Background: an optimization exercise with open tools, aiming at small area and a short achievable clock period. Do not read the settings as production practice. At most, simulation tests tie the RTL to the original design; equivalence was not proved. For run 3, only the layout was checked, not whether the RTL still works.

===== flow/design.v =====
module hsv_fa (input a, input b, input c, output s, output co);
    assign s = a ^ b ^ c;
    assign co = (a & b) | (c & (a ^ b));
endmodule
module hsv_ha (input a, input b, output s, output co);
    assign s = a ^ b;
    assign co = a & b;
endmodule
module hsv_han (input a, input b, output s, output co);
    assign s = ~(a ^ b);
    assign co = a | b;
endmodule
module hsv2rgb_pipe (
        input clk,
        input rst_n,
        input in_valid,
        input [7:0] h,
        input [7:0] s,
        input [7:0] v,
        output reg out_valid,
        output reg [7:0] r,
        output reg [7:0] g,
        output reg [7:0] b
    );
    reg vld0, vld1, vld2;
    reg [7:0] h0, s0, v0;
    wire [2:0] region = (h0 >= 8'd215) ? 3'd5 : (h0 >= 8'd172) ? 3'd4 :
                        (h0 >= 8'd129) ? 3'd3 : (h0 >= 8'd86) ? 3'd2 :
                        (h0 >= 8'd43) ? 3'd1 : 3'd0;
    wire [6:0] h3 = h0[6:0] + {h0[5:0], 1'b0};
    wire [6:0] k3 = h3 - {4'd0, region};
    wire even = ~region[0];
    wire [7:0] x_c = {k3 ^ {7{even}}, even};
    wire [2:0] sel_c = (s0 == 8'd0) ? 3'd7 : region;
    reg [2:0] sel1;
    reg [7:0] x1, s1;
    reg [7:0] nv1;       
    wire [7:0] u_c, p_c;
    wire mu_pp01 = s1[0] & x1[1];
    wire mu_pp02 = s1[0] & x1[2];
    wire mu_pp03 = s1[0] & x1[3];
    wire mu_pp04 = s1[0] & x1[4];
    wire mu_pp05 = s1[0] & x1[5];
    wire mu_pp06 = s1[0] & x1[6];
    wire mu_pp07 = s1[0] & x1[7];
    wire mu_pp10 = s1[1] & x1[0];
    wire mu_pp11 = s1[1] & x1[1];
    wire mu_pp12 = s1[1] & x1[2];
    wire mu_pp13 = s1[1] & x1[3];
    wire mu_pp14 = s1[1] & x1[4];
    wire mu_pp15 = s1[1] & x1[5];
    wire mu_pp16 = s1[1] & x1[6];
    wire mu_pp17 = s1[1] & x1[7];
    wire mu_pp20 = s1[2] & x1[0];
    wire mu_pp21 = s1[2] & x1[1];
    wire mu_pp22 = s1[2] & x1[2];
    wire mu_pp23 = s1[2] & x1[3];
    wire mu_pp24 = s1[2] & x1[4];
    wire mu_pp25 = s1[2] & x1[5];
    wire mu_pp26 = s1[2] & x1[6];
    wire mu_pp27 = s1[2] & x1[7];
    wire mu_pp30 = s1[3] & x1[0];
    wire mu_pp31 = s1[3] & x1[1];
    wire mu_pp32 = s1[3] & x1[2];
    wire mu_pp33 = s1[3] & x1[3];
    wire mu_pp34 = s1[3] & x1[4];
    wire mu_pp35 = s1[3] & x1[5];
    wire mu_pp36 = s1[3] & x1[6];
    wire mu_pp37 = s1[3] & x1[7];
    wire mu_pp40 = s1[4] & x1[0];
    wire mu_pp41 = s1[4] & x1[1];
    wire mu_pp42 = s1[4] & x1[2];
    wire mu_pp43 = s1[4] & x1[3];
    wire mu_pp44 = s1[4] & x1[4];
    wire mu_pp45 = s1[4] & x1[5];
    wire mu_pp46 = s1[4] & x1[6];
    wire mu_pp47 = s1[4] & x1[7];
    wire mu_pp50 = s1[5] & x1[0];
    wire mu_pp51 = s1[5] & x1[1];
    wire mu_pp52 = s1[5] & x1[2];
    wire mu_pp53 = s1[5] & x1[3];
    wire mu_pp54 = s1[5] & x1[4];
    wire mu_pp55 = s1[5] & x1[5];
    wire mu_pp56 = s1[5] & x1[6];
    wire mu_pp57 = s1[5] & x1[7];
    wire mu_pp60 = s1[6] & x1[0];
    wire mu_pp61 = s1[6] & x1[1];
    wire mu_pp62 = s1[6] & x1[2];
    wire mu_pp63 = s1[6] & x1[3];
    wire mu_pp64 = s1[6] & x1[4];
    wire mu_pp65 = s1[6] & x1[5];
    wire mu_pp66 = s1[6] & x1[6];
    wire mu_pp67 = s1[6] & x1[7];
    wire mu_pp70 = s1[7] & x1[0];
    wire mu_pp71 = s1[7] & x1[1];
    wire mu_pp72 = s1[7] & x1[2];
    wire mu_pp73 = s1[7] & x1[3];
    wire mu_pp74 = s1[7] & x1[4];
    wire mu_pp75 = s1[7] & x1[5];
    wire mu_pp76 = s1[7] & x1[6];
    wire mu_pp77 = s1[7] & x1[7];
    wire mu_t1, mu_t2;
    hsv_ha mu_t1_ha (.a(mu_pp06), .b(mu_pp15), .s(mu_t1), .co(mu_t2));
    wire mu_t3, mu_t4;
    hsv_fa mu_t3_fa (.a(mu_pp07), .b(mu_pp16), .c(mu_pp25), .s(mu_t3), .co(mu_t4));
    wire mu_t5, mu_t6;
    hsv_ha mu_t5_ha (.a(mu_pp34), .b(mu_pp43), .s(mu_t5), .co(mu_t6));
    wire mu_t7, mu_t8;
    hsv_fa mu_t7_fa (.a(mu_pp17), .b(mu_pp26), .c(mu_pp35), .s(mu_t7), .co(mu_t8));
    wire mu_t9, mu_t10;
    hsv_ha mu_t9_ha (.a(mu_pp44), .b(mu_pp53), .s(mu_t9), .co(mu_t10));
    wire mu_t11, mu_t12;
    hsv_fa mu_t11_fa (.a(mu_pp27), .b(mu_pp36), .c(mu_pp45), .s(mu_t11), .co(mu_t12));
    wire mu_t13, mu_t14;
    hsv_ha mu_t13_ha (.a(mu_pp04), .b(mu_pp13), .s(mu_t13), .co(mu_t14));
    wire mu_t15, mu_t16;
    hsv_fa mu_t15_fa (.a(mu_pp05), .b(mu_pp14), .c(mu_pp23), .s(mu_t15), .co(mu_t16));
    wire mu_t17, mu_t18;
    hsv_ha mu_t17_ha (.a(mu_pp32), .b(mu_pp41), .s(mu_t17), .co(mu_t18));
    wire mu_t19, mu_t20;
    hsv_fa mu_t19_fa (.a(mu_pp24), .b(mu_pp33), .c(mu_pp42), .s(mu_t19), .co(mu_t20));
    wire mu_t21, mu_t22;
    hsv_fa mu_t21_fa (.a(mu_pp51), .b(mu_pp60), .c(mu_t1), .s(mu_t21), .co(mu_t22));
    wire mu_t23, mu_t24;
    hsv_fa mu_t23_fa (.a(mu_pp52), .b(mu_pp61), .c(mu_pp70), .s(mu_t23), .co(mu_t24));
    wire mu_t25, mu_t26;
    hsv_fa mu_t25_fa (.a(mu_t2), .b(mu_t5), .c(mu_t3), .s(mu_t25), .co(mu_t26));
    wire mu_t27, mu_t28;
    hsv_fa mu_t27_fa (.a(mu_pp62), .b(mu_pp71), .c(mu_t6), .s(mu_t27), .co(mu_t28));
    wire mu_t29, mu_t30;
    hsv_fa mu_t29_fa (.a(mu_t9), .b(mu_t4), .c(mu_t7), .s(mu_t29), .co(mu_t30));
    wire mu_t31, mu_t32;
    hsv_fa mu_t31_fa (.a(mu_pp54), .b(mu_pp63), .c(mu_pp72), .s(mu_t31), .co(mu_t32));
    wire mu_t33, mu_t34;
    hsv_fa mu_t33_fa (.a(mu_t10), .b(mu_t8), .c(mu_t11), .s(mu_t33), .co(mu_t34));
    wire mu_t35, mu_t36;
    hsv_fa mu_t35_fa (.a(mu_pp37), .b(mu_pp46), .c(mu_pp55), .s(mu_t35), .co(mu_t36));
    wire mu_t37, mu_t38;
    hsv_fa mu_t37_fa (.a(mu_pp64), .b(mu_pp73), .c(mu_t12), .s(mu_t37), .co(mu_t38));
    wire mu_t39, mu_t40;
    hsv_fa mu_t39_fa (.a(mu_pp47), .b(mu_pp56), .c(mu_pp65), .s(mu_t39), .co(mu_t40));
    wire mu_t41, mu_t42;
    hsv_ha mu_t41_ha (.a(mu_pp03), .b(mu_pp12), .s(mu_t41), .co(mu_t42));
    wire mu_t43, mu_t44;
    hsv_fa mu_t43_fa (.a(mu_pp22), .b(mu_pp31), .c(mu_pp40), .s(mu_t43), .co(mu_t44));
    wire mu_t45, mu_t46;
    hsv_fa mu_t45_fa (.a(mu_pp50), .b(mu_t14), .c(mu_t17), .s(mu_t45), .co(mu_t46));
    wire mu_t47, mu_t48;
    hsv_fa mu_t47_fa (.a(mu_t18), .b(mu_t16), .c(mu_t19), .s(mu_t47), .co(mu_t48));
    wire mu_t49, mu_t50;
    hsv_fa mu_t49_fa (.a(mu_t20), .b(mu_t23), .c(mu_t22), .s(mu_t49), .co(mu_t50));
    wire mu_t51, mu_t52;
    hsv_fa mu_t51_fa (.a(mu_t24), .b(mu_t27), .c(mu_t26), .s(mu_t51), .co(mu_t52));
    wire mu_t53, mu_t54;
    hsv_fa mu_t53_fa (.a(mu_t31), .b(mu_t28), .c(mu_t30), .s(mu_t53), .co(mu_t54));
    wire mu_t55, mu_t56;
    hsv_fa mu_t55_fa (.a(mu_t32), .b(mu_t35), .c(mu_t37), .s(mu_t55), .co(mu_t56));
    wire mu_t57, mu_t58;
    hsv_fa mu_t57_fa (.a(mu_pp74), .b(mu_t36), .c(mu_t39), .s(mu_t57), .co(mu_t58));
    wire mu_t59, mu_t60;
    hsv_fa mu_t59_fa (.a(mu_pp57), .b(mu_pp66), .c(mu_pp75), .s(mu_t59), .co(mu_t60));
    wire mu_t61, mu_t62;
    hsv_ha mu_t61_ha (.a(mu_pp02), .b(mu_pp11), .s(mu_t61), .co(mu_t62));
    wire mu_t63, mu_t64;
    hsv_fa mu_t63_fa (.a(mu_pp21), .b(mu_pp30), .c(mu_t41), .s(mu_t63), .co(mu_t64));
    wire mu_t65, mu_t66;
    hsv_fa mu_t65_fa (.a(mu_t42), .b(mu_t13), .c(mu_t43), .s(mu_t65), .co(mu_t66));
    wire mu_t67, mu_t68;
    hsv_fa mu_t67_fa (.a(mu_t44), .b(mu_t15), .c(mu_t45), .s(mu_t67), .co(mu_t68));
    wire mu_t69, mu_t70;
    hsv_fa mu_t69_fa (.a(mu_t46), .b(mu_t21), .c(mu_t47), .s(mu_t69), .co(mu_t70));
    wire mu_t71, mu_t72;
    hsv_fa mu_t71_fa (.a(mu_t48), .b(mu_t25), .c(mu_t49), .s(mu_t71), .co(mu_t72));
    wire mu_t73, mu_t74;
    hsv_fa mu_t73_fa (.a(mu_t29), .b(mu_t50), .c(mu_t51), .s(mu_t73), .co(mu_t74));
    wire mu_t75, mu_t76;
    hsv_fa mu_t75_fa (.a(mu_t33), .b(mu_t52), .c(mu_t53), .s(mu_t75), .co(mu_t76));
    wire mu_t77, mu_t78;
    hsv_fa mu_t77_fa (.a(mu_t34), .b(mu_t55), .c(mu_t54), .s(mu_t77), .co(mu_t78));
    wire mu_t79, mu_t80;
    hsv_fa mu_t79_fa (.a(mu_t38), .b(mu_t57), .c(mu_t56), .s(mu_t79), .co(mu_t80));
    wire mu_t81, mu_t82;
    hsv_fa mu_t81_fa (.a(mu_t40), .b(mu_t59), .c(mu_t58), .s(mu_t81), .co(mu_t82));
    wire mu_t83, mu_t84;
    hsv_fa mu_t83_fa (.a(mu_pp67), .b(mu_pp76), .c(mu_t60), .s(mu_t83), .co(mu_t84));
    wire mu_c2 = mu_pp01 & mu_pp10;
    wire mu_c3 = (mu_t61 & mu_pp20) | (mu_c2 & (mu_t61 | mu_pp20));
    wire mu_c4 = (mu_t62 & mu_t63) | (mu_c3 & (mu_t62 | mu_t63));
    wire mu_c5 = (mu_t64 & mu_t65) | (mu_c4 & (mu_t64 | mu_t65));
    wire [10:0] mu_ra = {1'b0, mu_t84, mu_t82, mu_t80, mu_t78, mu_t76, mu_t74, mu_t72, mu_t70, mu_t68, mu_t66};
    wire [10:0] mu_rb = {1'b0, mu_pp77, mu_t83, mu_t81, mu_t79, mu_t77, mu_t75, mu_t73, mu_t71, mu_t69, mu_t67};
    wire [10:0] mu_sum = mu_ra + mu_rb + {10'd0, mu_c5};
    assign u_c = mu_sum[10:3];
    wire mp_pp01 = ~(nv1[0] | s1[1]);
    wire mp_pp02 = ~(nv1[0] | s1[2]);
    wire mp_pp03 = ~(nv1[0] | s1[3]);
    wire mp_pp04 = ~(nv1[0] | s1[4]);
    wire mp_pp05 = ~(nv1[0] | s1[5]);
    wire mp_pp06 = ~(nv1[0] | s1[6]);
    wire mp_pp07 = ~(nv1[0] | s1[7]);
    wire mp_pp10 = ~(nv1[1] | s1[0]);
    wire mp_pp11 = ~(nv1[1] | s1[1]);
    wire mp_pp12 = ~(nv1[1] | s1[2]);
    wire mp_pp13 = ~(nv1[1] | s1[3]);
    wire mp_pp14 = ~(nv1[1] | s1[4]);
    wire mp_pp15 = ~(nv1[1] | s1[5]);
    wire mp_pp16 = ~(nv1[1] | s1[6]);
    wire mp_pp17 = ~(nv1[1] | s1[7]);
    wire mp_pp20 = ~(nv1[2] | s1[0]);
    wire mp_pp21 = ~(nv1[2] | s1[1]);
    wire mp_pp22 = ~(nv1[2] | s1[2]);
    wire mp_pp23 = ~(nv1[2] | s1[3]);
    wire mp_pp24 = ~(nv1[2] | s1[4]);
    wire mp_pp25 = ~(nv1[2] | s1[5]);
    wire mp_pp26 = ~(nv1[2] | s1[6]);
    wire mp_pp27 = ~(nv1[2] | s1[7]);
    wire mp_pp30 = ~(nv1[3] | s1[0]);
    wire mp_pp31 = ~(nv1[3] | s1[1]);
    wire mp_pp32 = ~(nv1[3] | s1[2]);
    wire mp_pp33 = ~(nv1[3] | s1[3]);
    wire mp_pp34 = ~(nv1[3] | s1[4]);
    wire mp_pp35 = ~(nv1[3] | s1[5]);
    wire mp_pp36 = ~(nv1[3] | s1[6]);
    wire mp_pp37 = ~(nv1[3] | s1[7]);
    wire mp_pp40 = ~(nv1[4] | s1[0]);
    wire mp_pp41 = ~(nv1[4] | s1[1]);
    wire mp_pp42 = ~(nv1[4] | s1[2]);
    wire mp_pp43 = ~(nv1[4] | s1[3]);
    wire mp_pp44 = ~(nv1[4] | s1[4]);
    wire mp_pp45 = ~(nv1[4] | s1[5]);
    wire mp_pp46 = ~(nv1[4] | s1[6]);
    wire mp_pp47 = ~(nv1[4] | s1[7]);
    wire mp_pp50 = ~(nv1[5] | s1[0]);
    wire mp_pp51 = ~(nv1[5] | s1[1]);
    wire mp_pp52 = ~(nv1[5] | s1[2]);
    wire mp_pp53 = ~(nv1[5] | s1[3]);
    wire mp_pp54 = ~(nv1[5] | s1[4]);
    wire mp_pp55 = ~(nv1[5] | s1[5]);
    wire mp_pp56 = ~(nv1[5] | s1[6]);
    wire mp_pp57 = ~(nv1[5] | s1[7]);
    wire mp_pp60 = ~(nv1[6] | s1[0]);
    wire mp_pp61 = ~(nv1[6] | s1[1]);
    wire mp_pp62 = ~(nv1[6] | s1[2]);
    wire mp_pp63 = ~(nv1[6] | s1[3]);
    wire mp_pp64 = ~(nv1[6] | s1[4]);
    wire mp_pp65 = ~(nv1[6] | s1[5]);
    wire mp_pp66 = ~(nv1[6] | s1[6]);
    wire mp_pp67 = ~(nv1[6] | s1[7]);
    wire mp_pp70 = ~(nv1[7] | s1[0]);
    wire mp_pp71 = ~(nv1[7] | s1[1]);
    wire mp_pp72 = ~(nv1[7] | s1[2]);
    wire mp_pp73 = ~(nv1[7] | s1[3]);
    wire mp_pp74 = ~(nv1[7] | s1[4]);
    wire mp_pp75 = ~(nv1[7] | s1[5]);
    wire mp_pp76 = ~(nv1[7] | s1[6]);
    wire mp_pp77 = ~(nv1[7] | s1[7]);
    wire mp_t1, mp_t2;
    hsv_ha mp_t1_ha (.a(mp_pp06), .b(mp_pp15), .s(mp_t1), .co(mp_t2));
    wire mp_t3, mp_t4;
    hsv_fa mp_t3_fa (.a(mp_pp07), .b(mp_pp16), .c(mp_pp25), .s(mp_t3), .co(mp_t4));
    wire mp_t5, mp_t6;
    hsv_ha mp_t5_ha (.a(mp_pp34), .b(mp_pp43), .s(mp_t5), .co(mp_t6));
    wire mp_t7, mp_t8;
    hsv_fa mp_t7_fa (.a(mp_pp17), .b(mp_pp26), .c(mp_pp35), .s(mp_t7), .co(mp_t8));
    wire mp_t9, mp_t10;
    hsv_ha mp_t9_ha (.a(mp_pp44), .b(mp_pp53), .s(mp_t9), .co(mp_t10));
    wire mp_t11, mp_t12;
    hsv_fa mp_t11_fa (.a(mp_pp27), .b(mp_pp36), .c(mp_pp45), .s(mp_t11), .co(mp_t12));
    wire mp_t13, mp_t14;
    hsv_ha mp_t13_ha (.a(mp_pp04), .b(mp_pp13), .s(mp_t13), .co(mp_t14));
    wire mp_t15, mp_t16;
    hsv_fa mp_t15_fa (.a(mp_pp05), .b(mp_pp14), .c(mp_pp23), .s(mp_t15), .co(mp_t16));
    wire mp_t17, mp_t18;
    hsv_ha mp_t17_ha (.a(mp_pp32), .b(mp_pp41), .s(mp_t17), .co(mp_t18));
    wire mp_t19, mp_t20;
    hsv_fa mp_t19_fa (.a(mp_pp24), .b(mp_pp33), .c(mp_pp42), .s(mp_t19), .co(mp_t20));
    wire mp_t21, mp_t22;
    hsv_fa mp_t21_fa (.a(mp_pp51), .b(mp_pp60), .c(mp_t1), .s(mp_t21), .co(mp_t22));
    wire mp_t23, mp_t24;
    hsv_fa mp_t23_fa (.a(mp_pp52), .b(mp_pp61), .c(mp_pp70), .s(mp_t23), .co(mp_t24));
    wire mp_t25, mp_t26;
    hsv_fa mp_t25_fa (.a(mp_t2), .b(mp_t5), .c(mp_t3), .s(mp_t25), .co(mp_t26));
    wire mp_t27, mp_t28;
    hsv_fa mp_t27_fa (.a(mp_pp62), .b(mp_pp71), .c(mp_t6), .s(mp_t27), .co(mp_t28));
    wire mp_t29, mp_t30;
    hsv_fa mp_t29_fa (.a(mp_t9), .b(mp_t4), .c(mp_t7), .s(mp_t29), .co(mp_t30));
    wire mp_t31, mp_t32;
    hsv_fa mp_t31_fa (.a(mp_pp54), .b(mp_pp63), .c(mp_pp72), .s(mp_t31), .co(mp_t32));
    wire mp_t33, mp_t34;
    hsv_fa mp_t33_fa (.a(mp_t10), .b(mp_t8), .c(mp_t11), .s(mp_t33), .co(mp_t34));
    wire mp_t35, mp_t36;
    hsv_fa mp_t35_fa (.a(mp_pp37), .b(mp_pp46), .c(mp_pp55), .s(mp_t35), .co(mp_t36));
    wire mp_t37, mp_t38;
    hsv_fa mp_t37_fa (.a(mp_pp64), .b(mp_pp73), .c(mp_t12), .s(mp_t37), .co(mp_t38));
    wire mp_t39, mp_t40;
    hsv_fa mp_t39_fa (.a(mp_pp47), .b(mp_pp56), .c(mp_pp65), .s(mp_t39), .co(mp_t40));
    wire mp_t41, mp_t42;
    hsv_ha mp_t41_ha (.a(mp_pp03), .b(mp_pp12), .s(mp_t41), .co(mp_t42));
    wire mp_t43, mp_t44;
    hsv_fa mp_t43_fa (.a(mp_pp22), .b(mp_pp31), .c(mp_pp40), .s(mp_t43), .co(mp_t44));
    wire mp_t45, mp_t46;
    hsv_fa mp_t45_fa (.a(mp_pp50), .b(mp_t14), .c(mp_t17), .s(mp_t45), .co(mp_t46));
    wire mp_t47, mp_t48;
    hsv_fa mp_t47_fa (.a(mp_t18), .b(mp_t16), .c(mp_t19), .s(mp_t47), .co(mp_t48));
    wire mp_t49, mp_t50;
    hsv_fa mp_t49_fa (.a(mp_t20), .b(mp_t23), .c(mp_t22), .s(mp_t49), .co(mp_t50));
    wire mp_t51, mp_t52;
    hsv_fa mp_t51_fa (.a(mp_t24), .b(mp_t27), .c(mp_t26), .s(mp_t51), .co(mp_t52));
    wire mp_t53, mp_t54;
    hsv_fa mp_t53_fa (.a(mp_t31), .b(mp_t28), .c(mp_t30), .s(mp_t53), .co(mp_t54));
    wire mp_t55, mp_t56;
    hsv_fa mp_t55_fa (.a(mp_t32), .b(mp_t35), .c(mp_t37), .s(mp_t55), .co(mp_t56));
    wire mp_t57, mp_t58;
    hsv_fa mp_t57_fa (.a(mp_pp74), .b(mp_t36), .c(mp_t39), .s(mp_t57), .co(mp_t58));
    wire mp_t59, mp_t60;
    hsv_fa mp_t59_fa (.a(mp_pp57), .b(mp_pp66), .c(mp_pp75), .s(mp_t59), .co(mp_t60));
    wire mp_t61, mp_t62;
    hsv_ha mp_t61_ha (.a(mp_pp02), .b(mp_pp11), .s(mp_t61), .co(mp_t62));
    wire mp_t63, mp_t64;
    hsv_fa mp_t63_fa (.a(mp_pp21), .b(mp_pp30), .c(mp_t41), .s(mp_t63), .co(mp_t64));
    wire mp_t65, mp_t66;
    hsv_fa mp_t65_fa (.a(mp_t42), .b(mp_t13), .c(mp_t43), .s(mp_t65), .co(mp_t66));
    wire mp_t67, mp_t68;
    hsv_fa mp_t67_fa (.a(mp_t44), .b(mp_t15), .c(mp_t45), .s(mp_t67), .co(mp_t68));
    wire mp_t69, mp_t70;
    hsv_fa mp_t69_fa (.a(mp_t46), .b(mp_t21), .c(mp_t47), .s(mp_t69), .co(mp_t70));
    wire mp_t71, mp_t72;
    hsv_fa mp_t71_fa (.a(mp_t48), .b(mp_t25), .c(mp_t49), .s(mp_t71), .co(mp_t72));
    wire mp_t73, mp_t74;
    hsv_fa mp_t73_fa (.a(mp_t29), .b(mp_t50), .c(mp_t51), .s(mp_t73), .co(mp_t74));
    wire mp_t75, mp_t76;
    hsv_fa mp_t75_fa (.a(mp_t33), .b(mp_t52), .c(mp_t53), .s(mp_t75), .co(mp_t76));
    wire mp_t77, mp_t78;
    hsv_fa mp_t77_fa (.a(mp_t34), .b(mp_t55), .c(mp_t54), .s(mp_t77), .co(mp_t78));
    wire mp_t79, mp_t80;
    hsv_fa mp_t79_fa (.a(mp_t38), .b(mp_t57), .c(mp_t56), .s(mp_t79), .co(mp_t80));
    wire mp_t81, mp_t82;
    hsv_fa mp_t81_fa (.a(mp_t40), .b(mp_t59), .c(mp_t58), .s(mp_t81), .co(mp_t82));
    wire mp_t83, mp_t84;
    hsv_fa mp_t83_fa (.a(mp_pp67), .b(mp_pp76), .c(mp_t60), .s(mp_t83), .co(mp_t84));
    wire mp_c2 = mp_pp01 & mp_pp10;
    wire mp_c3 = (mp_t61 & mp_pp20) | (mp_c2 & (mp_t61 | mp_pp20));
    wire mp_c4 = (mp_t62 & mp_t63) | (mp_c3 & (mp_t62 | mp_t63));
    wire mp_c5 = (mp_t64 & mp_t65) | (mp_c4 & (mp_t64 | mp_t65));
    wire [10:0] mp_ra = {1'b0, mp_t84, mp_t82, mp_t80, mp_t78, mp_t76, mp_t74, mp_t72, mp_t70, mp_t68, mp_t66};
    wire [10:0] mp_rb = {1'b0, mp_pp77, mp_t83, mp_t81, mp_t79, mp_t77, mp_t75, mp_t73, mp_t71, mp_t69, mp_t67};
    wire [10:0] mp_sum = mp_ra + mp_rb + {10'd0, mp_c5};
    assign p_c = mp_sum[10:3];
    reg [2:0] sel2;
    reg [7:0] u2, p2;
    reg [7:0] nv2;       
    wire [7:0] w_c;
    wire mw_pp01 = ~(nv2[0] | u2[1]);
    wire mw_pp02 = ~(nv2[0] | u2[2]);
    wire mw_pp03 = ~(nv2[0] | u2[3]);
    wire mw_pp04 = ~(nv2[0] | u2[4]);
    wire mw_pp05 = ~(nv2[0] | u2[5]);
    wire mw_pp06 = ~(nv2[0] | u2[6]);
    wire mw_pp07 = ~(nv2[0] | u2[7]);
    wire mw_pp10 = ~(nv2[1] | u2[0]);
    wire mw_pp11 = ~(nv2[1] | u2[1]);
    wire mw_pp12 = ~(nv2[1] | u2[2]);
    wire mw_pp13 = ~(nv2[1] | u2[3]);
    wire mw_pp14 = ~(nv2[1] | u2[4]);
    wire mw_pp15 = ~(nv2[1] | u2[5]);
    wire mw_pp16 = ~(nv2[1] | u2[6]);
    wire mw_pp17 = ~(nv2[1] | u2[7]);
    wire mw_pp20 = ~(nv2[2] | u2[0]);
    wire mw_pp21 = ~(nv2[2] | u2[1]);
    wire mw_pp22 = ~(nv2[2] | u2[2]);
    wire mw_pp23 = ~(nv2[2] | u2[3]);
    wire mw_pp24 = ~(nv2[2] | u2[4]);
    wire mw_pp25 = ~(nv2[2] | u2[5]);
    wire mw_pp26 = ~(nv2[2] | u2[6]);
    wire mw_pp27 = ~(nv2[2] | u2[7]);
    wire mw_pp30 = ~(nv2[3] | u2[0]);
    wire mw_pp31 = ~(nv2[3] | u2[1]);
    wire mw_pp32 = ~(nv2[3] | u2[2]);
    wire mw_pp33 = ~(nv2[3] | u2[3]);
    wire mw_pp34 = ~(nv2[3] | u2[4]);
    wire mw_pp35 = ~(nv2[3] | u2[5]);
    wire mw_pp36 = ~(nv2[3] | u2[6]);
    wire mw_pp37 = ~(nv2[3] | u2[7]);
    wire mw_pp40 = ~(nv2[4] | u2[0]);
    wire mw_pp41 = ~(nv2[4] | u2[1]);
    wire mw_pp42 = ~(nv2[4] | u2[2]);
    wire mw_pp43 = ~(nv2[4] | u2[3]);
    wire mw_pp44 = ~(nv2[4] | u2[4]);
    wire mw_pp45 = ~(nv2[4] | u2[5]);
    wire mw_pp46 = ~(nv2[4] | u2[6]);
    wire mw_pp47 = ~(nv2[4] | u2[7]);
    wire mw_pp50 = ~(nv2[5] | u2[0]);
    wire mw_pp51 = ~(nv2[5] | u2[1]);
    wire mw_pp52 = ~(nv2[5] | u2[2]);
    wire mw_pp53 = ~(nv2[5] | u2[3]);
    wire mw_pp54 = ~(nv2[5] | u2[4]);
    wire mw_pp55 = ~(nv2[5] | u2[5]);
    wire mw_pp56 = ~(nv2[5] | u2[6]);
    wire mw_pp57 = ~(nv2[5] | u2[7]);
    wire mw_pp60 = ~(nv2[6] | u2[0]);
    wire mw_pp61 = ~(nv2[6] | u2[1]);
    wire mw_pp62 = ~(nv2[6] | u2[2]);
    wire mw_pp63 = ~(nv2[6] | u2[3]);
    wire mw_pp64 = ~(nv2[6] | u2[4]);
    wire mw_pp65 = ~(nv2[6] | u2[5]);
    wire mw_pp66 = ~(nv2[6] | u2[6]);
    wire mw_pp67 = ~(nv2[6] | u2[7]);
    wire mw_pp70 = ~(nv2[7] | u2[0]);
    wire mw_pp71 = ~(nv2[7] | u2[1]);
    wire mw_pp72 = ~(nv2[7] | u2[2]);
    wire mw_pp73 = ~(nv2[7] | u2[3]);
    wire mw_pp74 = ~(nv2[7] | u2[4]);
    wire mw_pp75 = ~(nv2[7] | u2[5]);
    wire mw_pp76 = ~(nv2[7] | u2[6]);
    wire mw_pp77 = ~(nv2[7] | u2[7]);
    wire mw_t1, mw_t2;
    hsv_ha mw_t1_ha (.a(mw_pp06), .b(mw_pp15), .s(mw_t1), .co(mw_t2));
    wire mw_t3, mw_t4;
    hsv_fa mw_t3_fa (.a(mw_pp07), .b(mw_pp16), .c(mw_pp25), .s(mw_t3), .co(mw_t4));
    wire mw_t5, mw_t6;
    hsv_ha mw_t5_ha (.a(mw_pp34), .b(mw_pp43), .s(mw_t5), .co(mw_t6));
    wire mw_t7, mw_t8;
    hsv_fa mw_t7_fa (.a(mw_pp17), .b(mw_pp26), .c(mw_pp35), .s(mw_t7), .co(mw_t8));
    wire mw_t9, mw_t10;
    hsv_ha mw_t9_ha (.a(mw_pp44), .b(mw_pp53), .s(mw_t9), .co(mw_t10));
    wire mw_t11, mw_t12;
    hsv_fa mw_t11_fa (.a(mw_pp27), .b(mw_pp36), .c(mw_pp45), .s(mw_t11), .co(mw_t12));
    wire mw_t13, mw_t14;
    hsv_ha mw_t13_ha (.a(mw_pp04), .b(mw_pp13), .s(mw_t13), .co(mw_t14));
    wire mw_t15, mw_t16;
    hsv_fa mw_t15_fa (.a(mw_pp05), .b(mw_pp14), .c(mw_pp23), .s(mw_t15), .co(mw_t16));
    wire mw_t17, mw_t18;
    hsv_ha mw_t17_ha (.a(mw_pp32), .b(mw_pp41), .s(mw_t17), .co(mw_t18));
    wire mw_t19, mw_t20;
    hsv_fa mw_t19_fa (.a(mw_pp24), .b(mw_pp33), .c(mw_pp42), .s(mw_t19), .co(mw_t20));
    wire mw_t21, mw_t22;
    hsv_fa mw_t21_fa (.a(mw_pp51), .b(mw_pp60), .c(mw_t1), .s(mw_t21), .co(mw_t22));
    wire mw_t23, mw_t24;
    hsv_fa mw_t23_fa (.a(mw_pp52), .b(mw_pp61), .c(mw_pp70), .s(mw_t23), .co(mw_t24));
    wire mw_t25, mw_t26;
    hsv_fa mw_t25_fa (.a(mw_t2), .b(mw_t5), .c(mw_t3), .s(mw_t25), .co(mw_t26));
    wire mw_t27, mw_t28;
    hsv_fa mw_t27_fa (.a(mw_pp62), .b(mw_pp71), .c(mw_t6), .s(mw_t27), .co(mw_t28));
    wire mw_t29, mw_t30;
    hsv_fa mw_t29_fa (.a(mw_t9), .b(mw_t4), .c(mw_t7), .s(mw_t29), .co(mw_t30));
    wire mw_t31, mw_t32;
    hsv_fa mw_t31_fa (.a(mw_pp54), .b(mw_pp63), .c(mw_pp72), .s(mw_t31), .co(mw_t32));
    wire mw_t33, mw_t34;
    hsv_fa mw_t33_fa (.a(mw_t10), .b(mw_t8), .c(mw_t11), .s(mw_t33), .co(mw_t34));
    wire mw_t35, mw_t36;
    hsv_fa mw_t35_fa (.a(mw_pp37), .b(mw_pp46), .c(mw_pp55), .s(mw_t35), .co(mw_t36));
    wire mw_t37, mw_t38;
    hsv_fa mw_t37_fa (.a(mw_pp64), .b(mw_pp73), .c(mw_t12), .s(mw_t37), .co(mw_t38));
    wire mw_t39, mw_t40;
    hsv_fa mw_t39_fa (.a(mw_pp47), .b(mw_pp56), .c(mw_pp65), .s(mw_t39), .co(mw_t40));
    wire mw_t41, mw_t42;
    hsv_ha mw_t41_ha (.a(mw_pp03), .b(mw_pp12), .s(mw_t41), .co(mw_t42));
    wire mw_t43, mw_t44;
    hsv_fa mw_t43_fa (.a(mw_pp22), .b(mw_pp31), .c(mw_pp40), .s(mw_t43), .co(mw_t44));
    wire mw_t45, mw_t46;
    hsv_fa mw_t45_fa (.a(mw_pp50), .b(mw_t14), .c(mw_t17), .s(mw_t45), .co(mw_t46));
    wire mw_t47, mw_t48;
    hsv_fa mw_t47_fa (.a(mw_t18), .b(mw_t16), .c(mw_t19), .s(mw_t47), .co(mw_t48));
    wire mw_t49, mw_t50;
    hsv_fa mw_t49_fa (.a(mw_t20), .b(mw_t23), .c(mw_t22), .s(mw_t49), .co(mw_t50));
    wire mw_t51, mw_t52;
    hsv_fa mw_t51_fa (.a(mw_t24), .b(mw_t27), .c(mw_t26), .s(mw_t51), .co(mw_t52));
    wire mw_t53, mw_t54;
    hsv_fa mw_t53_fa (.a(mw_t31), .b(mw_t28), .c(mw_t30), .s(mw_t53), .co(mw_t54));
    wire mw_t55, mw_t56;
    hsv_fa mw_t55_fa (.a(mw_t32), .b(mw_t35), .c(mw_t37), .s(mw_t55), .co(mw_t56));
    wire mw_t57, mw_t58;
    hsv_fa mw_t57_fa (.a(mw_pp74), .b(mw_t36), .c(mw_t39), .s(mw_t57), .co(mw_t58));
    wire mw_t59, mw_t60;
    hsv_fa mw_t59_fa (.a(mw_pp57), .b(mw_pp66), .c(mw_pp75), .s(mw_t59), .co(mw_t60));
    wire mw_t61, mw_t62;
    hsv_ha mw_t61_ha (.a(mw_pp02), .b(mw_pp11), .s(mw_t61), .co(mw_t62));
    wire mw_t63, mw_t64;
    hsv_fa mw_t63_fa (.a(mw_pp21), .b(mw_pp30), .c(mw_t41), .s(mw_t63), .co(mw_t64));
    wire mw_t65, mw_t66;
    hsv_fa mw_t65_fa (.a(mw_t42), .b(mw_t13), .c(mw_t43), .s(mw_t65), .co(mw_t66));
    wire mw_t67, mw_t68;
    hsv_fa mw_t67_fa (.a(mw_t44), .b(mw_t15), .c(mw_t45), .s(mw_t67), .co(mw_t68));
    wire mw_t69, mw_t70;
    hsv_fa mw_t69_fa (.a(mw_t46), .b(mw_t21), .c(mw_t47), .s(mw_t69), .co(mw_t70));
    wire mw_t71, mw_t72;
    hsv_fa mw_t71_fa (.a(mw_t48), .b(mw_t25), .c(mw_t49), .s(mw_t71), .co(mw_t72));
    wire mw_t73, mw_t74;
    hsv_fa mw_t73_fa (.a(mw_t29), .b(mw_t50), .c(mw_t51), .s(mw_t73), .co(mw_t74));
    wire mw_t75, mw_t76;
    hsv_fa mw_t75_fa (.a(mw_t33), .b(mw_t52), .c(mw_t53), .s(mw_t75), .co(mw_t76));
    wire mw_t77, mw_t78;
    hsv_fa mw_t77_fa (.a(mw_t34), .b(mw_t55), .c(mw_t54), .s(mw_t77), .co(mw_t78));
    wire mw_t79, mw_t80;
    hsv_fa mw_t79_fa (.a(mw_t38), .b(mw_t57), .c(mw_t56), .s(mw_t79), .co(mw_t80));
    wire mw_t81, mw_t82;
    hsv_fa mw_t81_fa (.a(mw_t40), .b(mw_t59), .c(mw_t58), .s(mw_t81), .co(mw_t82));
    wire mw_t83, mw_t84;
    hsv_fa mw_t83_fa (.a(mw_pp67), .b(mw_pp76), .c(mw_t60), .s(mw_t83), .co(mw_t84));
    wire mw_c2 = mw_pp01 & mw_pp10;
    wire mw_c3 = (mw_t61 & mw_pp20) | (mw_c2 & (mw_t61 | mw_pp20));
    wire mw_c4 = (mw_t62 & mw_t63) | (mw_c3 & (mw_t62 | mw_t63));
    wire mw_c5 = (mw_t64 & mw_t65) | (mw_c4 & (mw_t64 | mw_t65));
    wire [10:0] mw_ra = {1'b0, mw_t84, mw_t82, mw_t80, mw_t78, mw_t76, mw_t74, mw_t72, mw_t70, mw_t68, mw_t66};
    wire [10:0] mw_rb = {1'b0, mw_pp77, mw_t83, mw_t81, mw_t79, mw_t77, mw_t75, mw_t73, mw_t71, mw_t69, mw_t67};
    wire [10:0] mw_sum = mw_ra + mw_rb + {10'd0, mw_c5};
    assign w_c = mw_sum[10:3];
    reg [2:0] wsel;
    reg [2:0] vsel;
    always @* begin
        case (sel2)
            3'd0: begin wsel = 3'b010; vsel = 3'b100; end
            3'd1: begin wsel = 3'b100; vsel = 3'b010; end
            3'd2: begin wsel = 3'b001; vsel = 3'b010; end
            3'd3: begin wsel = 3'b010; vsel = 3'b001; end
            3'd4: begin wsel = 3'b100; vsel = 3'b001; end
            3'd5: begin wsel = 3'b001; vsel = 3'b100; end
            default: begin wsel = 3'b000; vsel = 3'b111; end
        endcase
    end
    wire [7:0] v2 = ~nv2;
    wire [7:0] r_n = vsel[2] ? v2 : p2;
    wire [7:0] g_n = vsel[1] ? v2 : p2;
    wire [7:0] b_n = vsel[0] ? v2 : p2;
    always @(posedge clk or negedge rst_n) begin
        if (!rst_n) begin
            vld0 <= 1'b0;
            vld1 <= 1'b0;
            vld2 <= 1'b0;
            out_valid <= 1'b0;
        end else begin
            vld0 <= in_valid;
            vld1 <= vld0;
            vld2 <= vld1;
            out_valid <= vld2;
        end
    end
    always @(posedge clk) begin
        h0 <= h;
        s0 <= s;
        v0 <= v;
        sel1 <= sel_c;
        x1 <= x_c;
        s1 <= s0;
        nv1 <= ~v0;
        sel2 <= sel1;
        u2 <= u_c;
        p2 <= p_c;
        nv2 <= nv1;
        r <= wsel[2] ? w_c : r_n;
        g <= wsel[1] ? w_c : g_n;
        b <= wsel[0] ? w_c : b_n;
    end
endmodule

===== flow/flow/run.sh =====
#!/bin/bash
set -euo pipefail
export BUFFER_PORTS_ARGS="-buffer_cell sky130_fd_sc_hd__buf_1"
bash standard.sh SETUP_SLACK_MARGIN=11.1 finish > standard.log 2>&1

===== flow/standard.sh =====
#!/bin/bash
# synth_recipe.tcl (not shown) runs the flow's synth.tcl, then flattens the netlist and writes it again
# the make line also repeats each setting of config.mk as NAME=value (left out here)
make -C /OpenROAD-flow-scripts/flow DESIGN_CONFIG=/design/flow/config.mk WORK_HOME=/design/flow/orfs CLKGATE_MAP_FILE= SYNTH_SCRIPT=/design/flow/synth_recipe.tcl "${@:-finish}"

===== flow/config.mk =====
export PLATFORM = sky130hd
export DESIGN_NAME = hsv2rgb_pipe
export DESIGN_NICKNAME = hsv2rgb_pipe
export VERILOG_FILES = /design/flow/design.v
export SDC_FILE = /design/flow/constraint.sdc
export NUM_CORES = 4
export LEC_CHECK = 0
export ABC_AREA = 1
export CAP_MARGIN = 20
export CORE_MARGIN = 2
export CORE_UTILIZATION = 40
export SLEW_MARGIN = 20
export SYNTH_HIERARCHICAL = 1
export SYNTH_MINIMUM_KEEP_SIZE = 0

===== flow/constraint.sdc =====
create_clock -name core_clock -period 15.0 [get_ports {clk}]
set_input_delay 3.0000 -clock core_clock [delete_from_list [all_inputs] [get_ports {clk}]]
set_output_delay 3.0000 -clock core_clock [all_outputs]
set_load 0.01 [all_outputs]

==> summary.txt, run 1 <==
Outcome
  • Outcome: complete, no violations

Routing
  • Final ANT Viol Nets: 0
  • # DRC: 0
  • DRT iter0 DRCs: 330
  • Final wirelength: 17400 um
  • Vias post-DR: 6066
  • Mean number of vias per cell: 4.75
  • Post-DR wirelength/cell: 13.7 um
  • Drt first pass iters: 5

Floorplanning
  • Die height: 148 um
  • Total die area: 21800 um2
  • Core ar.: 20200 um2
  • IO Count: 52
  • Core Rows: 52
  • Die W: 148 um
  • Initial Utilization: 40.8%

Clock tree
  • Clock transition at the registers of the reported paths: 80 ps
  • TritonCTS clock tree: done
  • Total CTS buffers: 9
  • Clock Sinks: 106
  • Root Driver: clkbuf_16
  • Worst skew pair latency: 360 ps
  • H-tree depth: 3
  • Clk buf depth: 2

Final layout
  • Most common cell after layout, fill and taps aside: nand2_1
  • Area Growth Syn to Fin: 9.49%
  • Most frequent cells in the layout: nand2_1 (206), nor2_1 (140), inv_1 (122)
  • Multi-input gate area in the final layout: 5490 um2
  • Sequential Area: 2200 um2
  • Share of layout cells above drive strength 1: 8.25%
  • Non-Filler Instances: 1276
  • Nets: 1205
  • Antenna Diode Count: 0
  • Fillers: 1985

Place
  • DP Cell Count: 1254
  • HPWL Detailed: 13800 um
  • Count of input and output buffers: 51
  • Worst slack, placed: 10930 ps
  • RD Place Congestion: 0.855

STA
  • Worst Max-Slew Pin Slew: 646 ps
  • Worst setup margin: 11150 ps
  • Fmax: 0.260 GHz
  • Endpoints failing setup: 0
  • Max Clock Skew: 6.92 ps
  • Max-slew violations: 0
  • Endpoints failing hold: 0
  • Setup repair after global routing missed its margin: yes
  • Setup TNS: 0 ps
  • Max_slew headroom: 56.9%
  • Fin crit share: 25.6%
  • Tmin final: 3850 ps

Flow run
  • MaxCap Viol Count: 0

Critical path
  • Crit. Startpoint: out_valid
  • WS Path Type: flop to output port
  • Buffer and inverter count on the worst path: 1
  • Worst Path Required: 12000 ps
  • Worst Path Arrival: 850 ps
  • Largest stage delay, worst path: 370 ps
  • Worst reg2reg setup slack: 11280 ps
  • Worst Reg-to-Reg Cells: 15
  • Crit. End Element: output port
  • Crit path capture: out_valid
  • Crit path depth: 1
  • Critical path peak fanout: 1
  • R2r startpoint: u2[5]
  • CP max stage cell: dfrtp_1
  • R2R Path End: g[4]
  • CP Cell Sequence: buf_1
  • Family with the most delay on the worst path: flip-flops
  • Crit start category: flop

GRT
  • Largest net degree at the start of global routing: 21
  • Initial antenna violation count: 0
  • First-pass GRT wire length: 30100 um
  • Global Route Usage Sum: 17.1%
  • Overflow after GRT: 0
  • Vias in the first global route: 6171

Logic synthesis
  • Yosys reg bits: 106
  • Syn Nets: 1183
  • Yosys cell types: 38
  • Yosys warns: 7
  • Register area share after synthesis: 25.9%
  • Cell area after synthesis: 8260 um2
  • Syn Inst Count: 979
  • Syn avg cell area: 8.43 um2

Hold path
  • Hold Crit Class: flop to flop
logic make-up after synthesis:
group | Yosys count | synth area share (%)
AOI/OAI and AO/OA | 95 | 6.85
xor gates and xnor gates | 25 | 2.92
adders and majority gates | 177 | 36.6
buffers and inverters | 174 | 8.09
DFF | 106 | 25.9
and+or+nand+nor | 402 | 19.5
cell type report:
type / instances / area share [%]
sequential: 106 / 24.3
tap: 270 / 3.74
clock buffer: 9 / 2.49
clock inverter: 7 / 0.789
timing repair buffer: 57 / 2.62
multi-input combinational: 699 / 60.7
inverter: 128 / 5.31
cell usage after synthesis:
cell type,instances,area [um2]
a21oi_4,1,16.3
fa_1,108,2160
a31oi_1,2,12.5
nand3_1,24,120
o21ai_2,1,8.76
or2_1,1,6.26
buf_6,1,11.3
xor2_2,3,48.8
nand2_4,2,22.5
o211ai_1,9,67.6
nor3_1,8,40.0
ha_1,69,863
a21o_1,2,15.0
nor2_2,1,6.26
dfxtp_1,102,2040
a22o_1,1,8.76
dfrtp_1,4,100
clkbuf_1,39,146
xnor2_1,6,52.6
nor2_1,144,541
nor2_4,1,11.3
o21ai_0,21,105
a21oi_1,28,140
nand2_1,206,773
a211oi_1,3,22.5
o311ai_0,1,8.76
xor2_1,16,140
nand4_1,2,12.5
nor4_1,2,12.5
a21oi_2,2,17.5
nand2_2,11,68.8
a21boi_0,1,7.51
o21a_1,4,30.0
o31ai_1,4,30.0
o21ai_1,15,75.1
buf_2,6,30.0
inv_2,6,22.5
inv_1,122,458
repair_timing:
action | CTS | global route
cloned | 0 | 0
gates resized for setup | 8 | 37
pin swaps | 0 | 2
hold buffers | 0 | 0
setup endpoints to repair | 16 | 29
buffers inserted | 0 | 6
modules after synthesis (local to each module, per instance):
module / copies in the design / flops+latches / cell area, um2 / cells inside
hsv_ha: 21 / 0 / 12.5 / 1
hsv_fa: 105 / 0 / 20.0 / 1
hsv2rgb_pipe: 1 / 106 / 5890 / 853
worst min-delay path by stage:
stage	start	to	slack (ps)	cells past startpoint
finish	s0[6]	s1[6]	340	0
global route	vld0	vld1	360	0
CTS	s0[6]	s1[6]	350	0
detailed placement	s0[6]	s1[6]	340	0
global placement	vld1	vld2	340	0
floorplan	sel1[0]	sel2[0]	310	0
metal layers:
layer  up-vias  track usage [%]  part of all wire [%]
li1       3042                -                     -
met1      2852             23.1                    47
met2       156             28.9                    47
met3        16             3.02                   4.9
met4         0             4.04                   1.1
met5         -                0                     0
registers in the layout (all words and copies together) (netlist names):
signal and count:
g 8, s0 8, v0 8, nv2 8
vld1 1, out_valid 1, x1 8, r 8
sel2 3, vld0 1, b 8, p2 8
u2 8, s1 8, h0 8, nv1 8
vld2 1, sel1 3
stage by stage:
step	cell area (um2)	util [%]	hold WS (ps)
after floorplan	8260	-	310
after global placement	8600	42.5	335
after detailed placement	8600	42.5	339
after CTS	8910	44.0	350
after global routing	9040	44.7	355
final	9040	44.7	341
==> inputs of run 2 (changes only) <==
==> flow/flow/run.sh (replaced) <==
#!/bin/bash
set -euo pipefail
export BUFFER_PORTS_ARGS="-buffer_cell sky130_fd_sc_hd__buf_1"
bash standard.sh SETUP_SLACK_MARGIN=10.95 finish > standard.log 2>&1
--- a/flow/config.mk
+++ b/flow/config.mk
@@ -6,9 +6,9 @@
 export NUM_CORES = 4
 export LEC_CHECK = 0
 export ABC_AREA = 1
-export CAP_MARGIN = 20
+export CAP_MARGIN = 5
 export CORE_MARGIN = 2
 export CORE_UTILIZATION = 40
-export SLEW_MARGIN = 20
+export SLEW_MARGIN = 5
 export SYNTH_HIERARCHICAL = 1
 export SYNTH_MINIMUM_KEEP_SIZE = 0
==> run 2 against run 1 <==
  * Still clean on timing, DRC and antenna
  * Final area fell by 1.3%
  * Final cell count is 0.47% lower
  * Global-route usage about the same
  * Core utilization down 0.58 points
  * Critical path depth is the same
  * Highest routed layer unchanged
==> summary.txt, run 2 <==
Routing
  • Drt first pass iters: 5 (unchanged)
  • DRT iter0 DRCs: 328 (was 330)
  • Post-DR wirelength/cell: 13.7 um (about the same)
  • Final ANT Viol Nets: 0 (unchanged)
  • Vias post-DR: 6054 (was 6066)
  • # DRC: 0 (unchanged)
  • Final wirelength: 17300 um (was 17400 um)
  • Mean number of vias per cell: 4.77 (was 4.75)

Logic synthesis
  • Count leader, synth: nand2_1 (unchanged)
  • Main combinational cell family by area after synthesis: adder cells (unchanged)
  • Synth Flop Type: dfxtp_1 (unchanged)
  • Synth cell count leaders: nand2_1 (206), nor2_1 (144), inv_1 (122) (unchanged)
  • Register area share after synthesis: 25.9% (unchanged)
  • Area leader, netlist: fa_1 (unchanged)
  • Yosys cell types: 38 (unchanged)
  • Post-synth EDFFs: 0 (unchanged)
  • Syn Inst Count: 979 (unchanged)
  • Post-synthesis mux area share: 0% (unchanged)
  • Syn Nets: 1183 (unchanged)
  • Yosys reg bits: 106 (unchanged)
  • Area share of xor/xnor cells in the synthesized design: 2.92% (unchanged)
  • Cell area after synthesis: 8260 um2 (unchanged)
  • Syn avg cell area: 8.43 um2 (unchanged)
  • Yosys warns: 7 (unchanged)
  • Top area cells in the synthesized netlist: fa_1 (26%), dfxtp_1 (25%), ha_1 (10%) (unchanged)
  • Compound-gate portion of the synthesized area: 6.85% (unchanged)
  • Share of the synthesized area in the top cell type: 26.2% (unchanged)
  • Adder-Cell Fraction of Synth Area: 36.6% (unchanged)
  • Post-synth ARST share: 3.77% (unchanged)
  • Post-Synth Simple-Gate Area: 19.5% (unchanged)

Floorplanning
  • Core ar.: 20200 um2 (unchanged)
  • Die height: 148 um (unchanged)
  • IO Count: 52 (unchanged)
  • Core Rows: 52 (unchanged)
  • Die W: 148 um (unchanged)
  • Total die area: 21800 um2 (unchanged)
  • Initial Utilization: 40.8% (unchanged)

STA
  • Fmax: 0.260 GHz (about the same)
  • Worst Max-Slew Pin Slew: 644 ps (was 646 ps)
  • Max_slew headroom: 57.0% (was 56.9%)
  • Worst setup margin: 11150 ps (about the same)
  • Endpoints failing hold: 0 (unchanged)
  • Endpoints failing setup: 0 (unchanged)
  • Setup TNS: 0 ps (unchanged)
  • Tmin final: 3850 ps (about the same)
  • Setup repair after global routing missed its margin: yes (unchanged)
  • Max Clock Skew: 6.62 ps (was 6.92 ps)
  • Fin crit share: 25.6% (about the same)
  • Max-slew violations: 0 (unchanged)

Flow run
  • MaxCap Viol Count: 0 (unchanged)

Final layout
  • Area Growth Syn to Fin: 8.08% (was 9.49%)
  • Nets: 1199 (was 1205)
  • Most common cell after layout, fill and taps aside: nand2_1 (unchanged)
  • Antenna Diode Count: 0 (unchanged)
  • Final instance area: 8920 um2 (was 9040 um2)
  • Share of layout cells above drive strength 1: 6.20% (was 8.25%)
  • Most frequent cells in the layout: nand2_1 (206), nor2_1 (144), inv_1 (122) (was nand2_1 (206), nor2_1 (140), inv_1 (122))

Place
  • Count of input and output buffers: 51 (unchanged)
  • Area after DPL: 8600 um2 (unchanged)
  • HPWL Detailed: 13800 um (unchanged)
  • RD Place Congestion: 0.855 (unchanged)
  • Worst slack, placed: 10930 ps (unchanged)

Critical path
  • Worst Path Arrival: 850 ps (about the same)
  • Family with the most delay on the worst path: flip-flops (unchanged)
  • Worst reg2reg setup slack: 11170 ps (was 11280 ps)
  • Largest stage delay, worst path: 370 ps (about the same)
  • Crit start category: flop (unchanged)
  • WS Path Type: flop to output port (unchanged)
  • Worst Path Required: 12000 ps (about the same)
  • Buffer and inverter count on the worst path: 1 (unchanged)
  • Crit. End Element: output port (unchanged)
  • Critical path peak fanout: 1 (unchanged)
  • CP Cell Sequence: buf_1 (unchanged)
  • CP max stage cell: dfrtp_1 (unchanged)

GRT
  • Overflow after GRT: 0 (unchanged)
  • Initial antenna violation count: 0 (unchanged)
  • First-pass GRT wire length: 30000 um (was 30100 um)
  • Vias in the first global route: 6147 (was 6171)
  • Largest net degree at the start of global routing: 21 (unchanged)
  • Global Route Usage Sum: 17.1% (about the same)

Clock tree
  • H-tree depth: 3 (unchanged)
  • Clock Sinks: 106 (unchanged)
  • Worst skew pair latency: 360 ps (about the same)
  • Post-CTS Setup Inserts: 0 (unchanged)
  • TritonCTS clock tree: done (unchanged)
  • Clock transition at the registers of the reported paths: 80 ps (about the same)
  • Clk buf depth: 2 (unchanged)
  • Total CTS buffers: 9 (unchanged)
  • Root Driver: clkbuf_16 (unchanged)

Outcome
  • Outcome: complete, no violations (unchanged)

Hold path
  • Hold Crit Class: flop to flop (unchanged)
run 2: cell counts after synthesis:
No cell type changed its count.
run 2: through the flow:
stage               hold WS (ps)  utilization (%)  cells
floorplan                    310                -    979
global placement             335             42.5   1254
detailed placement           339             42.5   1254
CTS                          350             44.0   1270
global route                 355             44.1   1270
finish                       341             44.1   1270
run 2: final cells by class:
cell class	count	area (um2)
clock inverters	7	71.3
multi-input cells	699	5460
fillers	1992	11300
flip-flops and latches	106	2160
well taps	270	338
inverters	128	480
repair buffers	51	191
clock buffers	9	225
run 2: modules after synthesis, one instance, submodules excluded:
module        area [um2]  cells inside  flip-flops and latches  times used
hsv2rgb_pipe        5890           853                     106           1
hsv_fa              20.0             1                       0         105
hsv_ha              12.5             1                       0          21
run 2: final timing paths:
kind / from / endpoint / cells past startpoint
min in group asynchronous: rst_n / vld1 / 1
max reg2reg: u2[5] / g[4] / 15
min reg2reg: s0[6] / s1[6] / 0
min: s0[6] / s1[6] / 0
max: out_valid / out_valid / 1
max in group asynchronous: rst_n / vld0 / 1
run 2: repair_timing:
| item | 4_1_cts | 5_1_grt |
|---|---|---|
| hold endpoints to repair | 0 | 0 |
| endpoints found under the setup margin | 4 | 23 |
| hold buffers | 0 | 0 |
| gates resized for setup | 3 | 15 |
run 2: logic make-up (layout without fill, tap and decap cells):
group / count (synthesis) / count (layout)
AOI/OAI and AO/OA: 95 / 95
and+or+nand+nor: 402 / 402
DFF: 106 / 106
adders and majority gates: 177 / 177
buffers and inverters: 174 / 195
xor gates and xnor gates: 25 / 25
run 2: per-layer routing:
| metal | track usage [%] | up-vias | wire length, um |
|---|---|---|---|
| li1 | - | 3026 | - |
| met1 | 23.1 | 2866 | 8240 |
| met5 | 0 | - | 0 |
| met4 | 3.89 | 0 | 173 |
| met3 | 2.90 | 14 | 769 |
| met2 | 28.9 | 148 | 8170 |
==> inputs of run 3 (changes only) <==
--- a/flow/design.v
+++ b/flow/design.v
@@ -186,11 +186,10 @@
     wire mu_c2 = mu_pp01 & mu_pp10;
     wire mu_c3 = (mu_t61 & mu_pp20) | (mu_c2 & (mu_t61 | mu_pp20));
     wire mu_c4 = (mu_t62 & mu_t63) | (mu_c3 & (mu_t62 | mu_t63));
-    wire mu_c5 = (mu_t64 & mu_t65) | (mu_c4 & (mu_t64 | mu_t65));
-    wire [10:0] mu_ra = {1'b0, mu_t84, mu_t82, mu_t80, mu_t78, mu_t76, mu_t74, mu_t72, mu_t70, mu_t68, mu_t66};
-    wire [10:0] mu_rb = {1'b0, mu_pp77, mu_t83, mu_t81, mu_t79, mu_t77, mu_t75, mu_t73, mu_t71, mu_t69, mu_t67};
-    wire [10:0] mu_sum = mu_ra + mu_rb + {10'd0, mu_c5};
-    assign u_c = mu_sum[10:3];
+    wire [11:0] mu_ra = {1'b0, mu_t84, mu_t82, mu_t80, mu_t78, mu_t76, mu_t74, mu_t72, mu_t70, mu_t68, mu_t66, mu_t64};
+    wire [11:0] mu_rb = {1'b0, mu_pp77, mu_t83, mu_t81, mu_t79, mu_t77, mu_t75, mu_t73, mu_t71, mu_t69, mu_t67, mu_t65};
+    wire [11:0] mu_sum = mu_ra + mu_rb + {11'd0, mu_c4};
+    assign u_c = mu_sum[11:4];
     wire mp_pp01 = ~(nv1[0] | s1[1]);
     wire mp_pp02 = ~(nv1[0] | s1[2]);
     wire mp_pp03 = ~(nv1[0] | s1[3]);
@@ -341,11 +340,10 @@
     wire mp_c2 = mp_pp01 & mp_pp10;
     wire mp_c3 = (mp_t61 & mp_pp20) | (mp_c2 & (mp_t61 | mp_pp20));
     wire mp_c4 = (mp_t62 & mp_t63) | (mp_c3 & (mp_t62 | mp_t63));
-    wire mp_c5 = (mp_t64 & mp_t65) | (mp_c4 & (mp_t64 | mp_t65));
-    wire [10:0] mp_ra = {1'b0, mp_t84, mp_t82, mp_t80, mp_t78, mp_t76, mp_t74, mp_t72, mp_t70, mp_t68, mp_t66};
-    wire [10:0] mp_rb = {1'b0, mp_pp77, mp_t83, mp_t81, mp_t79, mp_t77, mp_t75, mp_t73, mp_t71, mp_t69, mp_t67};
-    wire [10:0] mp_sum = mp_ra + mp_rb + {10'd0, mp_c5};
-    assign p_c = mp_sum[10:3];
+    wire [11:0] mp_ra = {1'b0, mp_t84, mp_t82, mp_t80, mp_t78, mp_t76, mp_t74, mp_t72, mp_t70, mp_t68, mp_t66, mp_t64};
+    wire [11:0] mp_rb = {1'b0, mp_pp77, mp_t83, mp_t81, mp_t79, mp_t77, mp_t75, mp_t73, mp_t71, mp_t69, mp_t67, mp_t65};
+    wire [11:0] mp_sum = mp_ra + mp_rb + {11'd0, mp_c4};
+    assign p_c = mp_sum[11:4];
     reg [2:0] sel2;
     reg [7:0] u2, p2;
     reg [7:0] nv2;       
@@ -500,11 +498,10 @@
     wire mw_c2 = mw_pp01 & mw_pp10;
     wire mw_c3 = (mw_t61 & mw_pp20) | (mw_c2 & (mw_t61 | mw_pp20));
     wire mw_c4 = (mw_t62 & mw_t63) | (mw_c3 & (mw_t62 | mw_t63));
-    wire mw_c5 = (mw_t64 & mw_t65) | (mw_c4 & (mw_t64 | mw_t65));
-    wire [10:0] mw_ra = {1'b0, mw_t84, mw_t82, mw_t80, mw_t78, mw_t76, mw_t74, mw_t72, mw_t70, mw_t68, mw_t66};
-    wire [10:0] mw_rb = {1'b0, mw_pp77, mw_t83, mw_t81, mw_t79, mw_t77, mw_t75, mw_t73, mw_t71, mw_t69, mw_t67};
-    wire [10:0] mw_sum = mw_ra + mw_rb + {10'd0, mw_c5};
-    assign w_c = mw_sum[10:3];
+    wire [11:0] mw_ra = {1'b0, mw_t84, mw_t82, mw_t80, mw_t78, mw_t76, mw_t74, mw_t72, mw_t70, mw_t68, mw_t66, mw_t64};
+    wire [11:0] mw_rb = {1'b0, mw_pp77, mw_t83, mw_t81, mw_t79, mw_t77, mw_t75, mw_t73, mw_t71, mw_t69, mw_t67, mw_t65};
+    wire [11:0] mw_sum = mw_ra + mw_rb + {11'd0, mw_c4};
+    assign w_c = mw_sum[11:4];
     reg [2:0] wsel;
     reg [2:0] vsel;
     always @* begin
--- a/flow/config.mk
+++ b/flow/config.mk
@@ -6,9 +6,9 @@
 export NUM_CORES = 4
 export LEC_CHECK = 0
 export ABC_AREA = 1
-export CAP_MARGIN = 5
+export CAP_MARGIN = 20
 export CORE_MARGIN = 2
 export CORE_UTILIZATION = 40
-export SLEW_MARGIN = 5
+export SLEW_MARGIN = 20
 export SYNTH_HIERARCHICAL = 1
 export SYNTH_MINIMUM_KEEP_SIZE = 0
==> run 3 against run 2 <==
  * Still clean on timing, DRC and antenna
  * Synthesized area is 0.85% higher
  * First-iteration DRC count is 29% higher
  * Fmax hardly changed
  * Register-to-register slack hardly changed
  * Clock skew is 9.1 ps higher
  * Core utilization hardly changed
  * Die area is 0.83% higher
  * Final cell count is 0.79% higher
  * Critical endpoint is now r[3]
  * Highest routed layer unchanged
==> summary.txt, run 3 <==
Critical path
  • Largest stage delay, worst path: 340 ps (was 370 ps)
  • Worst Reg-to-Reg Cells: 16 (was 15)
  • CP max stage cell: dfxtp_1 (was dfrtp_1)
  • R2r startpoint: nv2[0] (was u2[5])
  • Buffer and inverter count on the worst path: 1 (unchanged)
  • CP Cell Sequence: buf_1 (unchanged)
  • Critical path peak fanout: 1 (unchanged)
  • WS Path Type: flop to output port (unchanged)
  • Crit start category: flop (unchanged)
  • Worst Path Required: 12000 ps (about the same)
  • Crit. End Element: output port (unchanged)
  • Worst Path Arrival: 850 ps (about the same)
  • R2R Path End: g[7] (was g[4])
  • Family with the most delay on the worst path: flip-flops (unchanged)
  • Worst reg2reg setup slack: 11170 ps (about the same)

STA
  • Max Clock Skew: 15.7 ps (was 6.62 ps)
  • Endpoints failing hold: 0 (unchanged)
  • Setup TNS: 0 ps (unchanged)
  • Max_slew headroom: 51.7% (was 57.0%)
  • Worst Max-Slew Pin Slew: 724 ps (was 644 ps)
  • Fmax: 0.260 GHz (about the same)
  • Setup repair after global routing missed its margin: no (was yes)
  • Endpoints failing setup: 0 (unchanged)
  • Max-slew violations: 0 (unchanged)
  • Fin crit share: 25.6% (about the same)
  • WHS: 330 ps (was 341 ps)
  • Tmin final: 3850 ps (about the same)

Hold path
  • Hold Crit Class: flop to flop (unchanged)
  • HP Start: sel1[2] (was s0[6])
  • Hold EP: sel2[2] (was s1[6])
  • Hold path depth: 0 (unchanged)

Routing
  • Vias post-DR: 6154 (was 6054)
  • Drt first pass iters: 5 (unchanged)
  • Final wirelength: 17500 um (was 17300 um)
  • # DRC: 0 (unchanged)
  • DRT iter0 DRCs: 423 (was 328)
  • Mean number of vias per cell: 4.81 (was 4.77)
  • Post-DR wirelength/cell: 13.7 um (about the same)
  • Final ANT Viol Nets: 0 (unchanged)

Final layout
  • Most frequent cells in the layout: nand2_1 (214), nor2_1 (150), inv_1 (117) (was nand2_1 (206), nor2_1 (144), inv_1 (122))
  • Non-Filler Instances: 1280 (was 1270)
  • Area Growth Syn to Fin: 7.90% (was 8.08%)
  • Antenna Diode Count: 0 (unchanged)
  • Most common cell after layout, fill and taps aside: nand2_1 (unchanged)
  • Nets: 1212 (was 1199)
  • Final instance area: 8980 um2 (was 8920 um2)
  • Finished Core Util: 44.1% (about the same)
  • Share of layout cells above drive strength 1: 5.64% (was 6.20%)

Logic synthesis
  • Synth Flop Type: dfxtp_1 (unchanged)
  • Post-synth ARST share: 3.77% (unchanged)
  • Synth cell count leaders: nand2_1 (214), nor2_1 (150), inv_1 (117) (was nand2_1 (206), nor2_1 (144), inv_1 (122))
  • Area leader, netlist: fa_1 (unchanged)
  • Syn Nets: 1195 (was 1183)
  • Top area cells in the synthesized netlist: fa_1 (26%), dfxtp_1 (25%), ha_1 (11%) (was fa_1 (26%), dfxtp_1 (25%), ha_1 (10%))
  • Cell area after synthesis: 8330 um2 (was 8260 um2)
  • Yosys reg bits: 106 (unchanged)
  • Syn Inst Count: 988 (was 979)
  • Yosys cell types: 38 (unchanged)
  • Post-synth EDFFs: 0 (unchanged)
  • Yosys warns: 7 (unchanged)
  • Register area share after synthesis: 25.7% (was 25.9%)
  • Syn avg cell area: 8.43 um2 (about the same)
  • Count leader, synth: nand2_1 (unchanged)
  • Share of the synthesized area in the top cell type: 26.0% (was 26.2%)

GRT
  • Global Route Usage Sum: 17.3% (was 17.1%)
  • Overflow after GRT: 0 (unchanged)
  • Largest net degree at the start of global routing: 19 (was 21)
  • Vias in the first global route: 6357 (was 6147)
  • Initial antenna violation count: 0 (unchanged)
  • First-pass GRT wire length: 30600 um (was 30000 um)

Place
  • HPWL Detailed: 14100 um (was 13800 um)
  • Count of input and output buffers: 51 (unchanged)
  • RD Place Congestion: 0.844 (was 0.855)
  • DP Cell Count: 1264 (was 1254)
  • Area after DPL: 8670 um2 (was 8600 um2)

Floorplanning
  • Die W: 148 um (about the same)
  • Die height: 148 um (about the same)
  • Total die area: 22000 um2 (was 21800 um2)
  • IO Count: 52 (unchanged)
  • Initial Utilization: 40.9% (was 40.8%)
  • Core ar.: 20400 um2 (was 20200 um2)
  • Core Rows: 52 (unchanged)

Outcome
  • Outcome: complete, no violations (unchanged)

Clock tree
  • Total CTS buffers: 9 (unchanged)
  • H-tree depth: 3 (unchanged)
  • Clk buf depth: 2 (unchanged)
  • Clock Sinks: 106 (unchanged)
  • Root Driver: clkbuf_16 (unchanged)
  • Clock transition at the registers of the reported paths: 70 ps (was 80 ps)
  • Post-CTS Setup Inserts: 0 (unchanged)
  • TritonCTS clock tree: done (unchanged)
  • Worst skew pair latency: 360 ps (about the same)

Flow run
  • MaxCap Viol Count: 0 (unchanged)
==> run 3: cell types whose count changed in the layout (fill, tap and decap cells not counted), sizes merged, moves of 2 or more <==
cell,previous run,this run
a211oi,3,6
o21bai,0,4
buf,51,53
nor2,146,151
ha,69,72
o31ai,4,0
o211ai,9,6
o21ai,37,45
nand2,219,222
a21oi,31,33
inv,131,123
nand3b,0,4
nand3,24,19
==> run 3: worst max-delay path by stage <==
stage | startpoint | depth (start not counted) | end
after global placement | nv2[0] | 16 | g[7]
after CTS | nv2[2] | 16 | g[7]
after detailed placement | nv2[0] | 16 | g[7]
final | r[3] | 1 | r[3]
after global routing | nv2[0] | 16 | g[7]
after floorplan | nv2[2] | 17 | g[7]
==> run 3: metal layers <==
layer	share of wire [%]	vias up	global-route usage, %
li1	-	3063	-
met3	3.5	24	2.58
met5	0	-	0
met1	46	2947	23.2
met4	1.9	0	4.95
met2	49	120	29.3
==> run 3: cells by family after synthesis <==
kind of cell | after synthesis | share of synthesized area [%]
and+or+nand+nor | 407 | 19.4
adders and majority gates | 180 | 36.8
buffers and inverters | 168 | 7.84
DFF | 106 | 25.7
AOI/OAI and AO/OA | 102 | 7.29
xor gates and xnor gates | 25 | 2.99
==> run 3: modules after synthesis (local to each module, per instance) <==
module | flops+latches | area (um2) | times used
hsv2rgb_pipe | 106 | 5960 | 1
hsv_fa | 0 | 20.0 | 105
hsv_ha | 0 | 12.5 | 21
==> run 3: layout make-up <==
cell class | instances | area, um2
Clock buffer | 10 | 239
Clock inverter | 6 | 48.8
Fill cell | 2031 | 11400
Inverter | 121 | 454
Multi-Input combinational cell | 714 | 5540
Sequential cell | 106 | 2160
Tap cell | 270 | 338
Timing Repair Buffer | 53 | 206
==> run 3: repair_timing <==
action                     in CTS  in global routing
resized for setup               2                 15
setup endpoints to repair       4                 26
hold buffers                    0                  0
==> run 3: metrics by stage <==
stage | worst slack (ps)
detailed placement | 10920
finish | 11150
global route | 10960
floorplan | 11180
CTS | 10970
global placement | 11020

port drivers added, routing unchanged:
In the flow no input, the clock included, has a driving cell. The finished layouts below were timed again as built, in two steps. Step 1 assumes that a clkbuf_16 drives the clock port and a buf_2 every other input. Step 2 moves the port delays by t, midway between the first and last clock arrival at a register: inputs arrive t later, outputs are due t later. That takes back most of the time a late clock gives input paths. Slacks: ideal ports / drivers / drivers and shift; pairs: ideal ports / drivers.
run | shift t [ns] | setup slack, ns | worst setup path after step 2 | latest minus earliest clock arrival (ns) | cell pins on the clock port's net
run 1 | 0.396 | 11.155 / 11.111 / 11.283 | register to register | 0.007 / 0.007 | 1
run 2 | 0.397 | 11.154 / 11.110 / 11.172 | register to register | 0.008 / 0.008 | 1
run 3 | 0.389 | 11.153 / 11.113 / 11.167 | register to register | 0.016 / 0.016 | 1
After both steps setup and hold are still met in every run listed.
